Source: an optimization exercise on an open RTL-to-GDS flow (aim: small area). Production flows keep margins and buffers that such runs may drop.
Only the layout flow was run in this run; the RTL was not checked for function there.
Power and IR drop assume default switching activity.

===== flow/design.v =====
module Ethernet_rx_frame
    (
        input wire          i_rx_clk,
        input wire          i_rst,        
        input wire          i_vld,        
        input wire          i_rx_dv,
        input wire          i_rx_er,
        input wire  [7:0]   i_rx_d,
        input wire          ishowSA,
        output wire [2:0]   o_fsm_state,
        output reg          o_fsm_state_changed,
        output wire         o_rx_dv_4cd,
        output wire         o_rx_er_4cd,
        output wire [7:0]   o_rx_d4cd,
        output reg  [7:0]   osa,          
        output reg          onewsa
    );
    localparam [2:0] lpND   = 3'd0,
                     lpPRE  = 3'd1,
                     lpSFD  = 3'd2,
                     lpDA   = 3'd3,
                     lpSA   = 3'd4,
                     lpDATA = 3'd5,
                     lpCRC  = 3'd6;
    reg [2:0]       r_state_reg;
    reg [10:0]      counter;
    reg             r_NEW_SA_indicator;
    reg             toggle;
    reg             r_crc_bad;
    reg [31:0]      rcrc_new;
    reg [7:0]       r_d0, r_d1, r_d2, r_d3, r_d4;
    reg [3:0]       r_dv_buf;
    reg             r_dv4;
    reg [4:0]       r_rx_er_buffer;
    wire w_55 = i_vld & (r_d3 == 8'h55);
    wire w_d5 = (r_d3 == 8'hd5);         
    reg  w_clr;                           
    always @(posedge i_rx_clk) begin
        r_d0 <= i_rx_d;
        r_d1 <= r_d0;
        r_d2 <= r_d1;
        r_d3 <= r_d2;
        r_dv_buf <= {r_dv_buf[2:0], i_rx_dv};
        if (i_rst | ~i_vld) begin
            r_d4  <= 8'd0;
            r_dv4 <= 1'b0;
        end
        else begin
            r_d4  <= r_d3;
            r_dv4 <= r_dv_buf[3];
        end
    end
    always @(posedge i_rx_clk) begin
      w_clr = 1'b0;
      if (i_rst) begin
        r_state_reg         <= lpND;
        o_fsm_state_changed <= 1'b0;
        r_rx_er_buffer      <= 5'b0;
        counter             <= 11'd0;
        r_NEW_SA_indicator  <= 1'b0;
      end
      else begin
        if (i_rx_dv && !i_rx_er) begin
            case (r_state_reg)
                lpND: begin
                    if (w_55) begin
                        r_state_reg <= lpPRE;
                        o_fsm_state_changed <= 1'b1;
                    end
                end
                lpPRE: begin
                    if (o_fsm_state_changed)
                        o_fsm_state_changed <= 1'b0;
                    else if (w_d5) begin
                        r_state_reg <= lpSFD;
                        o_fsm_state_changed <= 1'b1;
                    end
                    else if (counter == 11'd0) begin
                        r_state_reg <= lpND;
                        w_clr = 1'b1;
                    end
                    counter <= counter - 11'd1;
                end
                lpSFD: begin
                    r_state_reg <= lpDA;
                    counter <= 11'd5;
                end
                lpDA: begin
                    if (o_fsm_state_changed) begin
                        o_fsm_state_changed <= 1'b0;
                        counter <= counter - 11'd1;
                    end
                    else if (counter == 11'd0) begin
                        r_state_reg <= lpSA;
                        o_fsm_state_changed <= 1'b1;
                        counter <= 11'd5;
                    end
                    else counter <= counter - 11'd1;
                end
                lpSA: begin
                    if (o_fsm_state_changed) begin
                        o_fsm_state_changed <= 1'b0;
                        counter <= counter - 11'd1;
                    end
                    else if (counter == 11'd0) begin
                        r_state_reg <= lpDATA;
                        o_fsm_state_changed <= 1'b1;
                        counter <= 11'd1500;
                        r_NEW_SA_indicator <= 1'b1;
                    end
                    else counter <= counter - 11'd1;
                end
                lpDATA: begin
                    if (o_fsm_state_changed)
                        o_fsm_state_changed <= 1'b0;
                    else if (counter == 11'd1490)
                        r_NEW_SA_indicator <= 1'b0;
                    else counter <= counter - 11'd1;
                end
                default: ;
            endcase
        end
        if (i_rx_dv && i_rx_er) begin
            r_state_reg <= lpND;
            w_clr = 1'b1;
        end
        if (!i_rx_dv && !i_rx_er) begin
            if (r_state_reg == lpDATA) begin
                r_state_reg <= lpCRC;
                o_fsm_state_changed <= 1'b1;
            end
            else if (r_state_reg == lpCRC) begin
                if (o_fsm_state_changed) begin
                    o_fsm_state_changed <= 1'b0;
                    counter <= 11'd2;
                end
                else if (counter == 11'd0) begin
                    r_state_reg <= lpND;
                    w_clr = 1'b1;
                end
                else counter <= counter - 11'd1;
            end
            else begin
                r_state_reg <= lpND;
                w_clr = 1'b1;
            end
        end
        if (toggle) begin
            r_rx_er_buffer[4] <= 1'b1;
            if (w_clr) r_rx_er_buffer[3:1] <= 3'b0;
        end
        else r_rx_er_buffer[4:1] <= r_rx_er_buffer[3:0];
        r_rx_er_buffer[0] <= i_rx_er;
      end
    end
    always @(posedge i_rx_clk)
        if (i_rx_dv && !i_rx_er && r_state_reg == lpSA && !o_fsm_state_changed && counter == 11'd0)
            osa <= r_d4;
    assign o_rx_d4cd   = r_d4;
    assign o_rx_er_4cd = r_rx_er_buffer[4];
    assign o_rx_dv_4cd = r_dv4;
    assign o_fsm_state = r_state_reg;
    function [31:0] eth_crc32_8d(input [31:0] c, input [7:0] data);
        reg [7:0]  d;
        reg [31:0] newcrc;
        integer i;
        begin
            for (i = 0; i < 8; i = i + 1) d[i] = data[7-i];
            newcrc[0] = d[6] ^ d[0] ^ c[24] ^ c[30];
            newcrc[1] = d[7] ^ d[6] ^ d[1] ^ d[0] ^ c[24] ^ c[25] ^ c[30] ^ c[31];
            newcrc[2] = d[7] ^ d[6] ^ d[2] ^ d[1] ^ d[0] ^ c[24] ^ c[25] ^ c[26] ^ c[30] ^ c[31];
            newcrc[3] = d[7] ^ d[3] ^ d[2] ^ d[1] ^ c[25] ^ c[26] ^ c[27] ^ c[31];
            newcrc[4] = d[6] ^ d[4] ^ d[3] ^ d[2] ^ d[0] ^ c[24] ^ c[26] ^ c[27] ^ c[28] ^ c[30];
            newcrc[5] = d[7] ^ d[6] ^ d[5] ^ d[4] ^ d[3] ^ d[1] ^ d[0] ^ c[24] ^ c[25] ^ c[27] ^ c[28] ^ c[29] ^ c[30] ^ c[31];
            newcrc[6] = d[7] ^ d[6] ^ d[5] ^ d[4] ^ d[2] ^ d[1] ^ c[25] ^ c[26] ^ c[28] ^ c[29] ^ c[30] ^ c[31];
            newcrc[7] = d[7] ^ d[5] ^ d[3] ^ d[2] ^ d[0] ^ c[24] ^ c[26] ^ c[27] ^ c[29] ^ c[31];
            newcrc[8] = d[4] ^ d[3] ^ d[1] ^ d[0] ^ c[0] ^ c[24] ^ c[25] ^ c[27] ^ c[28];
            newcrc[9] = d[5] ^ d[4] ^ d[2] ^ d[1] ^ c[1] ^ c[25] ^ c[26] ^ c[28] ^ c[29];
            newcrc[10] = d[5] ^ d[3] ^ d[2] ^ d[0] ^ c[2] ^ c[24] ^ c[26] ^ c[27] ^ c[29];
            newcrc[11] = d[4] ^ d[3] ^ d[1] ^ d[0] ^ c[3] ^ c[24] ^ c[25] ^ c[27] ^ c[28];
            newcrc[12] = d[6] ^ d[5] ^ d[4] ^ d[2] ^ d[1] ^ d[0] ^ c[4] ^ c[24] ^ c[25] ^ c[26] ^ c[28] ^ c[29] ^ c[30];
            newcrc[13] = d[7] ^ d[6] ^ d[5] ^ d[3] ^ d[2] ^ d[1] ^ c[5] ^ c[25] ^ c[26] ^ c[27] ^ c[29] ^ c[30] ^ c[31];
            newcrc[14] = d[7] ^ d[6] ^ d[4] ^ d[3] ^ d[2] ^ c[6] ^ c[26] ^ c[27] ^ c[28] ^ c[30] ^ c[31];
            newcrc[15] = d[7] ^ d[5] ^ d[4] ^ d[3] ^ c[7] ^ c[27] ^ c[28] ^ c[29] ^ c[31];
            newcrc[16] = d[5] ^ d[4] ^ d[0] ^ c[8] ^ c[24] ^ c[28] ^ c[29];
            newcrc[17] = d[6] ^ d[5] ^ d[1] ^ c[9] ^ c[25] ^ c[29] ^ c[30];
            newcrc[18] = d[7] ^ d[6] ^ d[2] ^ c[10] ^ c[26] ^ c[30] ^ c[31];
            newcrc[19] = d[7] ^ d[3] ^ c[11] ^ c[27] ^ c[31];
            newcrc[20] = d[4] ^ c[12] ^ c[28];
            newcrc[21] = d[5] ^ c[13] ^ c[29];
            newcrc[22] = d[0] ^ c[14] ^ c[24];
            newcrc[23] = d[6] ^ d[1] ^ d[0] ^ c[15] ^ c[24] ^ c[25] ^ c[30];
            newcrc[24] = d[7] ^ d[2] ^ d[1] ^ c[16] ^ c[25] ^ c[26] ^ c[31];
            newcrc[25] = d[3] ^ d[2] ^ c[17] ^ c[26] ^ c[27];
            newcrc[26] = d[6] ^ d[4] ^ d[3] ^ d[0] ^ c[18] ^ c[24] ^ c[27] ^ c[28] ^ c[30];
            newcrc[27] = d[7] ^ d[5] ^ d[4] ^ d[1] ^ c[19] ^ c[25] ^ c[28] ^ c[29] ^ c[31];
            newcrc[28] = d[6] ^ d[5] ^ d[2] ^ c[20] ^ c[26] ^ c[29] ^ c[30];
            newcrc[29] = d[7] ^ d[6] ^ d[3] ^ c[21] ^ c[27] ^ c[30] ^ c[31];
            newcrc[30] = d[7] ^ d[4] ^ c[22] ^ c[28] ^ c[31];
            newcrc[31] = d[5] ^ c[23] ^ c[29];
            eth_crc32_8d = newcrc;
        end
    endfunction
    wire        w_crc_live = (r_state_reg == lpSFD) | (r_state_reg == lpDA) | (r_state_reg == lpSA) |
                             (r_state_reg == lpDATA) | (r_state_reg == lpCRC);
    wire [31:0] w_crc_next = (r_state_reg == lpSFD) ? 32'hFFFFFFFF : eth_crc32_8d(rcrc_new, r_d4);
    always @(posedge i_rx_clk) begin
        rcrc_new <= w_crc_next;
        if (i_rst) begin
            toggle    <= 1'b0;
            r_crc_bad <= 1'b0;
        end
        else begin
            if (w_crc_live)
                r_crc_bad <= (w_crc_next != 32'hC704DD7B) & (w_crc_next != 32'h0);
            if (r_state_reg == lpPRE) toggle <= 1'b0;
            else if (r_state_reg == lpND && r_crc_bad) toggle <= 1'b1;
        end
    end
    always @(posedge i_rx_clk)
        onewsa <= !i_rst & r_NEW_SA_indicator & !ishowSA;
endmodule
module MAC_arbiter
    (
        input wire          iclk,
        input wire          irst,    
        input wire [3:0]    i_newSA,
        output wire [1:0]   o_port_num,
        output wire [3:0]   o_show_SA,
        output reg          o_write_en
    );
    reg [1:0] r_working_port;
    reg [3:0] r_show_SA;
    always @(posedge iclk) begin
      if (irst) begin
        o_write_en     <= 1'b0;
        r_show_SA      <= 4'b0;
        r_working_port <= 2'b0;
      end
      else begin
        o_write_en                <= i_newSA[r_working_port];
        r_show_SA[r_working_port] <= i_newSA[r_working_port];
        r_working_port            <= r_working_port + 2'd1;
      end
    end
    assign o_port_num = r_working_port - 2'd1;
    assign o_show_SA  = r_show_SA;
endmodule
module MAC_table
    (
        input wire          iclk,
        input wire          irst,
        input wire          i_write_enable,
        input wire [1:0]    i_port_num,
        input wire [7:0]    i_MAC_SA,
        input wire [7:0]    i_MAC_DA,
        output reg [1:0]    o_port_num
    );
    reg [511:0] r_port_num;    
    wire [15:0] w_row, w_col;
    genvar i;
    generate
        for (i = 0; i < 16; i = i + 1) begin : g_dec
            assign w_row[i] = irst | (i_write_enable & (i_MAC_SA[7:4] == i));
            assign w_col[i] = irst | (i_MAC_SA[3:0] == i);
        end
    endgenerate
    wire [1:0] w_wdata = irst ? 2'b00 : i_port_num;
    generate
        for (i = 0; i < 256; i = i + 1) begin : g_ent
            always @(posedge iclk)
                if (w_row[i/16] & w_col[i%16]) r_port_num[2*i +: 2] <= w_wdata;
        end
    endgenerate
    always @(posedge iclk)
        o_port_num <= irst ? 2'b00 : r_port_num[2*i_MAC_DA +: 2];
endmodule
module top_module
    (
        input wire          iclk,                        
        input wire          irst,                        
        input wire  [7:0]   i_MAC_DA,                    
        output wire [1:0]   o_MAC_port_num,              
        input wire          i_rx_dv_0,      
        input wire          i_rx_er_0,      
        input wire  [7:0]   i_rx_d_0,       
        output wire [2:0]   o_fsm_state_0,
        output wire         o_fsm_state_changed_0,
        output wire         o_rx_dv_4cd_0,
        output wire         o_rx_er_4cd_0,
        output wire [7:0]   o_rx_d4cd_0,
        input wire          i_rx_dv_1,      
        input wire          i_rx_er_1,      
        input wire  [7:0]   i_rx_d_1,       
        output wire [2:0]   o_fsm_state_1,
        output wire         o_fsm_state_changed_1,
        output wire         o_rx_dv_4cd_1,
        output wire         o_rx_er_4cd_1,
        output wire [7:0]   o_rx_d4cd_1,
        input wire          i_rx_dv_2,      
        input wire          i_rx_er_2,      
        input wire  [7:0]   i_rx_d_2,       
        output wire [2:0]   o_fsm_state_2,
        output wire         o_fsm_state_changed_2,
        output wire         o_rx_dv_4cd_2,
        output wire         o_rx_er_4cd_2,
        output wire [7:0]   o_rx_d4cd_2,
        input wire          i_rx_dv_3,      
        input wire          i_rx_er_3,      
        input wire  [7:0]   i_rx_d_3,       
        output wire [2:0]   o_fsm_state_3,
        output wire         o_fsm_state_changed_3,
        output wire         o_rx_dv_4cd_3,
        output wire         o_rx_er_4cd_3,
        output wire [7:0]   o_rx_d4cd_3
    );
    reg [3:0] r_vld;
    always @(posedge iclk)
        r_vld <= irst ? 4'b0 : {r_vld[2:0], 1'b1};
    wire [3:0]  wnewSA, wshowSA;
    wire [1:0]  wport_num;
    wire        wwr_en;
    wire [7:0]  wsa0, wsa1, wsa2, wsa3;
    reg  [7:0]  r_sa_bus;
    always @(posedge iclk)
        r_sa_bus <= ({8{wshowSA[0]}} & wsa0) | ({8{wshowSA[1]}} & wsa1) |
                    ({8{wshowSA[2]}} & wsa2) | ({8{wshowSA[3]}} & wsa3);
    Ethernet_rx_frame GMII0
    (
        .i_rx_clk               (iclk),
        .i_rst                  (irst),
        .i_vld                  (r_vld[3]),
        .i_rx_dv                (i_rx_dv_0),
        .i_rx_er                (i_rx_er_0),
        .i_rx_d                 (i_rx_d_0),
        .ishowSA                (wshowSA[0]),
        .o_fsm_state            (o_fsm_state_0),
        .o_fsm_state_changed    (o_fsm_state_changed_0),
        .o_rx_dv_4cd            (o_rx_dv_4cd_0),
        .o_rx_er_4cd            (o_rx_er_4cd_0),
        .o_rx_d4cd              (o_rx_d4cd_0),
        .osa                    (wsa0),
        .onewsa                 (wnewSA[0])
    );
    Ethernet_rx_frame GMII1
    (
        .i_rx_clk               (iclk),
        .i_rst                  (irst),
        .i_vld                  (r_vld[3]),
        .i_rx_dv                (i_rx_dv_1),
        .i_rx_er                (i_rx_er_1),
        .i_rx_d                 (i_rx_d_1),
        .ishowSA                (wshowSA[1]),
        .o_fsm_state            (o_fsm_state_1),
        .o_fsm_state_changed    (o_fsm_state_changed_1),
        .o_rx_dv_4cd            (o_rx_dv_4cd_1),
        .o_rx_er_4cd            (o_rx_er_4cd_1),
        .o_rx_d4cd              (o_rx_d4cd_1),
        .osa                    (wsa1),
        .onewsa                 (wnewSA[1])
    );
    Ethernet_rx_frame GMII2
    (
        .i_rx_clk               (iclk),
        .i_rst                  (irst),
        .i_vld                  (r_vld[3]),
        .i_rx_dv                (i_rx_dv_2),
        .i_rx_er                (i_rx_er_2),
        .i_rx_d                 (i_rx_d_2),
        .ishowSA                (wshowSA[2]),
        .o_fsm_state            (o_fsm_state_2),
        .o_fsm_state_changed    (o_fsm_state_changed_2),
        .o_rx_dv_4cd            (o_rx_dv_4cd_2),
        .o_rx_er_4cd            (o_rx_er_4cd_2),
        .o_rx_d4cd              (o_rx_d4cd_2),
        .osa                    (wsa2),
        .onewsa                 (wnewSA[2])
    );
    Ethernet_rx_frame GMII3
    (
        .i_rx_clk               (iclk),
        .i_rst                  (irst),
        .i_vld                  (r_vld[3]),
        .i_rx_dv                (i_rx_dv_3),
        .i_rx_er                (i_rx_er_3),
        .i_rx_d                 (i_rx_d_3),
        .ishowSA                (wshowSA[3]),
        .o_fsm_state            (o_fsm_state_3),
        .o_fsm_state_changed    (o_fsm_state_changed_3),
        .o_rx_dv_4cd            (o_rx_dv_4cd_3),
        .o_rx_er_4cd            (o_rx_er_4cd_3),
        .o_rx_d4cd              (o_rx_d4cd_3),
        .osa                    (wsa3),
        .onewsa                 (wnewSA[3])
    );
    MAC_arbiter sa_arbiter
    (
        .iclk                   (iclk),
        .irst                   (irst),
        .i_newSA                (wnewSA),
        .o_port_num             (wport_num),
        .o_show_SA              (wshowSA),
        .o_write_en             (wwr_en)
    );
    MAC_table MAC_table
    (
        .iclk               (iclk),
        .irst               (irst),
        .i_write_enable     (wwr_en),
        .i_port_num         (wport_num),
        .i_MAC_SA           (r_sa_bus),
        .i_MAC_DA           (i_MAC_DA),
        .o_port_num         (o_MAC_port_num)
    );
endmodule

===== flow/run.sh =====
#!/bin/bash
# synth_recipe.tcl (not shown) runs the flow's synth.tcl, then flattens the netlist and writes it again
# the make line also repeats each setting of config.mk as NAME=value (left out here)
make -C /OpenROAD-flow-scripts/flow DESIGN_CONFIG=/design/flow/config.mk WORK_HOME=/design/flow/orfs CLKGATE_MAP_FILE= SYNTH_SCRIPT=/design/flow/synth_recipe.tcl finish

===== flow/config.mk =====
export PLATFORM = sky130hd
export DESIGN_NAME = top_module
export DESIGN_NICKNAME = top_module
export VERILOG_FILES = /design/flow/design.v
export SDC_FILE = /design/flow/constraint.sdc
export NUM_CORES = 4
export LEC_CHECK = 0
export CAP_MARGIN = 20
export CORE_MARGIN = 2
export CORE_UTILIZATION = 40
export SLEW_MARGIN = 20

===== flow/constraint.sdc =====
create_clock -name core_clock -period 8.0 [get_ports {iclk}]
set_input_delay 1.6000 -clock core_clock [delete_from_list [all_inputs] [get_ports {iclk}]]
set_output_delay 1.6000 -clock core_clock [all_outputs]
set_load 0.01 [all_outputs]

==> metrics.cfg <==
[status]
outcome = no timing/DRC/antenna violations

[route]
drt_first_iter_violations = 2274
post_drt_via_cell_ratio = 5.396
drt_pre_antenna_iters = 6
drc_errors = 0
detailroute.via_count = 25140
routed_wirelength_mm = 96.92
routed_wl_per_cell_um = 20.80
antenna_left = 0

[clock_network]
clock_tree.htree_level_count = 3
clk_pin_slew_worst_paths_ps = 60
worst_skew_pair.late_latency_ps = 690
postCtsSetupBuffers = 0
hold_buffers = 0
cts_made_buffers = 100
clock-root-buffer = sky130_fd_sc_hd__clkbuf_16
tritoncts = done
max-clock-path-buffers = 3
clock_sinks = 969
cts-resized-gates = 0

[timing]
setup_viol = 0
slew_violations = 0
worst_slew_pin_slew_ps = 1078
final.period_utilization = 0.5450
timing.fmax_mhz = 229.4
tns_setup_ps = 0
unrepaired_setup_endpoints_after_global_routing = no
final_period_minus_worst_setup_slack_ps = 4360
finalClockSkew_ps = 21.72
timing_hold_violations_final = 0
slew-limit-headroom = 0.2760

[finish]
nNetsFinal = 3343
register_with_the_most_flip_flops = MAC_table.r_port_num
area.growth.synth_to_final_pct = 15.73
largest_register_ff_count = 512
layout-drive-gt1-share = 0.1282
number_of_diodes = 0
post-route-util = 0.4662
fin_area_um2 = 46550

[global_routing]
grt_pass1_wl_mm = 148.3
maximum_number_of_pins_on_one_net_before_global_route_repair = 194
grt_antenna_before_repair = 1
grtUsageTotal = 0.1862
via_count_of_the_first_global_routing_pass = 24820
grt_remaining_overflow = 0

[power]
netSwitchingPower_mw = 5.209
leakage_nw = 16.77
ir_worst_vdd_uv = 331.9
p_comb_frac = 0.323
cellInternalPower_mw = 11.47
sequentialPowerShare = 0.374
pwr_density_cell_nw_per_um2 = 358.2
power.clock.fraction = 0.303
swShare = 0.3123
total_power_mw = 16.68

[critical_path]
peak_fanout_along_the_critical_path = 58
rrSetupSlack_ps = 4760
crit_path_start_kind = input port
setup.worst_path.end_class = register
crit_arrival_ps = 4920
path_cells = clkbuf_8, buf_4, mux4_2, a22oi_1, a21oi_1, nor4_1, nor3_1, nor3_1, nor2_1
cp.buffers_inverters = 2
cp_top_family = buffers and inverters
critical_path.slowest_cell = sky130_fd_sc_hd__buf_4
worst_path_largest_cell_delay_ps = 810
setup.worst_path.class = input port to register
critical_path_required_ps = 8560
cell_occurring_most_often_along_the_worst_timing_path = sky130_fd_sc_hd__nor3_1

[placement]
detailed_place_hpwl_mm = 59.67
port-buffer-count = 107
dpl_cell_area_um2 = 42890
gp_congestion = 0.8767

[floorplanning]
die_span_y_um = 321.1
initial_core_utilization = 0.4028
die-width_um = 321.1
design.die.area_um2 = 103100
number_of_core_rows = 116
core_area_um2 = 99860
ios = 108

[yosys]
seq_area_frac_synth = 0.6176
post_synth_instance_area_um2 = 40230
mappedNetlistNets = 3257
syn_inst = 3191
yosysTopAreaCellShare = 0.4061
yosys_warning_count = 4
ys_seq_elements = 969
synth.distinct_cells = 85
synthesized_area_per_cell_um2 = 12.61
synth_top_area_cell = sky130_fd_sc_hd__edfxtp_1
edff_count_synth = 544
asr_flop_ratio_synth = 0
netlist_top_cells_area = sky130_fd_sc_hd__edfxtp_1, sky130_fd_sc_hd__dfxtp_1, sky130_fd_sc_hd__mux4_2
synth_top_flop_cell = sky130_fd_sc_hd__edfxtp_1

[flow_run]
drv.max_cap_violation_count = 0

[min_path]
hold_path_class = register to register

synthesized netlist by cell type, drive strengths merged, types with 7 or more instances:
master / count
mux2i: 12
nor4: 27
clkbuf: 139
and3: 11
o211ai: 7
mux4: 128
a211oi: 22
xnor2: 186
nand2: 237
inv: 52
nor3: 44
o22ai: 14
a221oi: 10
nand4: 20
or2: 21
nor2: 423
dfxtp: 425
buf: 28
or4: 14
nand2b: 28
nor2b: 35
a21oi: 178
a22oi: 84
nand3: 48
edfxtp: 544
or3: 12
o21ai: 87
ha: 16
and2: 53
xor2: 103
xnor3: 22
nor3b: 8
a31oi: 27
final timing paths:
check        cells after the start          start                       to
min                              0  GMII1.r_d1[1]            GMII1.r_d2[1]
min reg2reg                      0  GMII1.r_d1[1]            GMII1.r_d2[1]
max reg2reg                      8  GMII0.r_d4[1]          GMII0.r_crc_bad
max                              9    i_MAC_DA[0]  MAC_table.o_port_num[0]
placed cells by master (no fill, tap or decap), drive strengths merged, types with 7 or more instances in the layout:
cell,n
edfxtp,544
dfxtp,425
nor2,423
nand2,237
xnor2,186
a21oi,178
mux4,128
clkbuf,118
clkdlybuf4s50,104
xor2,103
o21ai,87
a22oi,84
inv,60
and2,53
nand3,48
buf,46
nor3,44
nor2b,35
clkinv,32
nand2b,28
nor4,27
a31oi,27
a211oi,22
xnor3,22
or2,21
nand4,20
bufinv,19
ha,16
or4,14
o22ai,14
clkinvlp,13
mux2i,12
or3,12
and3,11
a221oi,10
nor3b,8
o211ai,7
routing by layer:
| layer | track usage | vias up | share of wire |
|---|---|---|---|
| met5 | 0 | - | 0.00012 |
| met1 | 0.2546 | 12410 | 0.44 |
| met3 | 0.03029 | 152 | 0.057 |
| li1 | - | 11800 | - |
| met2 | 0.3071 | 777 | 0.48 |
| met4 | 0.05161 | 2 | 0.024 |
layout make-up:
class	count	area, um^2
timing repair buffer	151	1449
inverter	54	202.7
fill	8909	53300
sequential	969	24840
clock inverter	70	932.1
clock buffer	117	2700
tap	1298	1624
multi-input combinational	2001	14800
power by group through the flow:
stage,clock network [mW],registers [mW],logic (mW)
finish,5.05,6.24,5.39
global route,5.36,6.29,5.94
CTS,5.16,6.24,5.40
detailed placement,0,6.35,5.36
global placement,0,6.34,5.36
floorplan,0,6.29,4.28
per-stage QoR:
| stage | setup WS (ps) | cells | hold slack, ps |
|---|---|---|---|
| after floorplan | 1297 | 3191 | 309.6 |
| after global placement | 2836 | 4472 | 310.8 |
| after detailed placement | 2851 | 4472 | 312.1 |
| after CTS | 3567 | 4659 | 322.3 |
| after global routing | 3304 | 4660 | 327.4 |
| final | 3640 | 4660 | 321.7 |
cell families after synthesis:
group / share of synthesized area
AO/OA/AOI/OAI: 0.08037
XOR/XNOR: 0.08336
adder cells (fa/ha/maj): 0.004977
buffers and inverters: 0.02065
flip-flops: 0.6176
multiplexers: 0.07633
AND/OR/NAND/NOR: 0.1167

-- afterwards: timing with drivers on the ports --
The flow's constraints put no driver on any port. The routed layout listed below was extracted and timed again, unchanged, in two steps.
Step 1, drivers: a clkbuf_16 drives iclk and a buf_2 each remaining input, both assumed.
Step 2 also shifts input and output timing later by t, the mid clock arrival at the registers, as if the neighbouring blocks saw the same clock.
Slacks: no drivers / after step 1 / after step 2; pairs: no drivers / after step 1.
t, ns: 0.746
slack for setup (ns): 3.640 / 3.667 / 2.920
worst setup path after step 2: input to register
latest minus earliest clock arrival (ns): 0.025 / 0.025
worst slew at a driven data input, ns: 0.08
After both steps setup and hold are still met in this run. For this run, drivers alone change the setup slack by +0.027 ns; drivers and shift together by -0.720 ns.
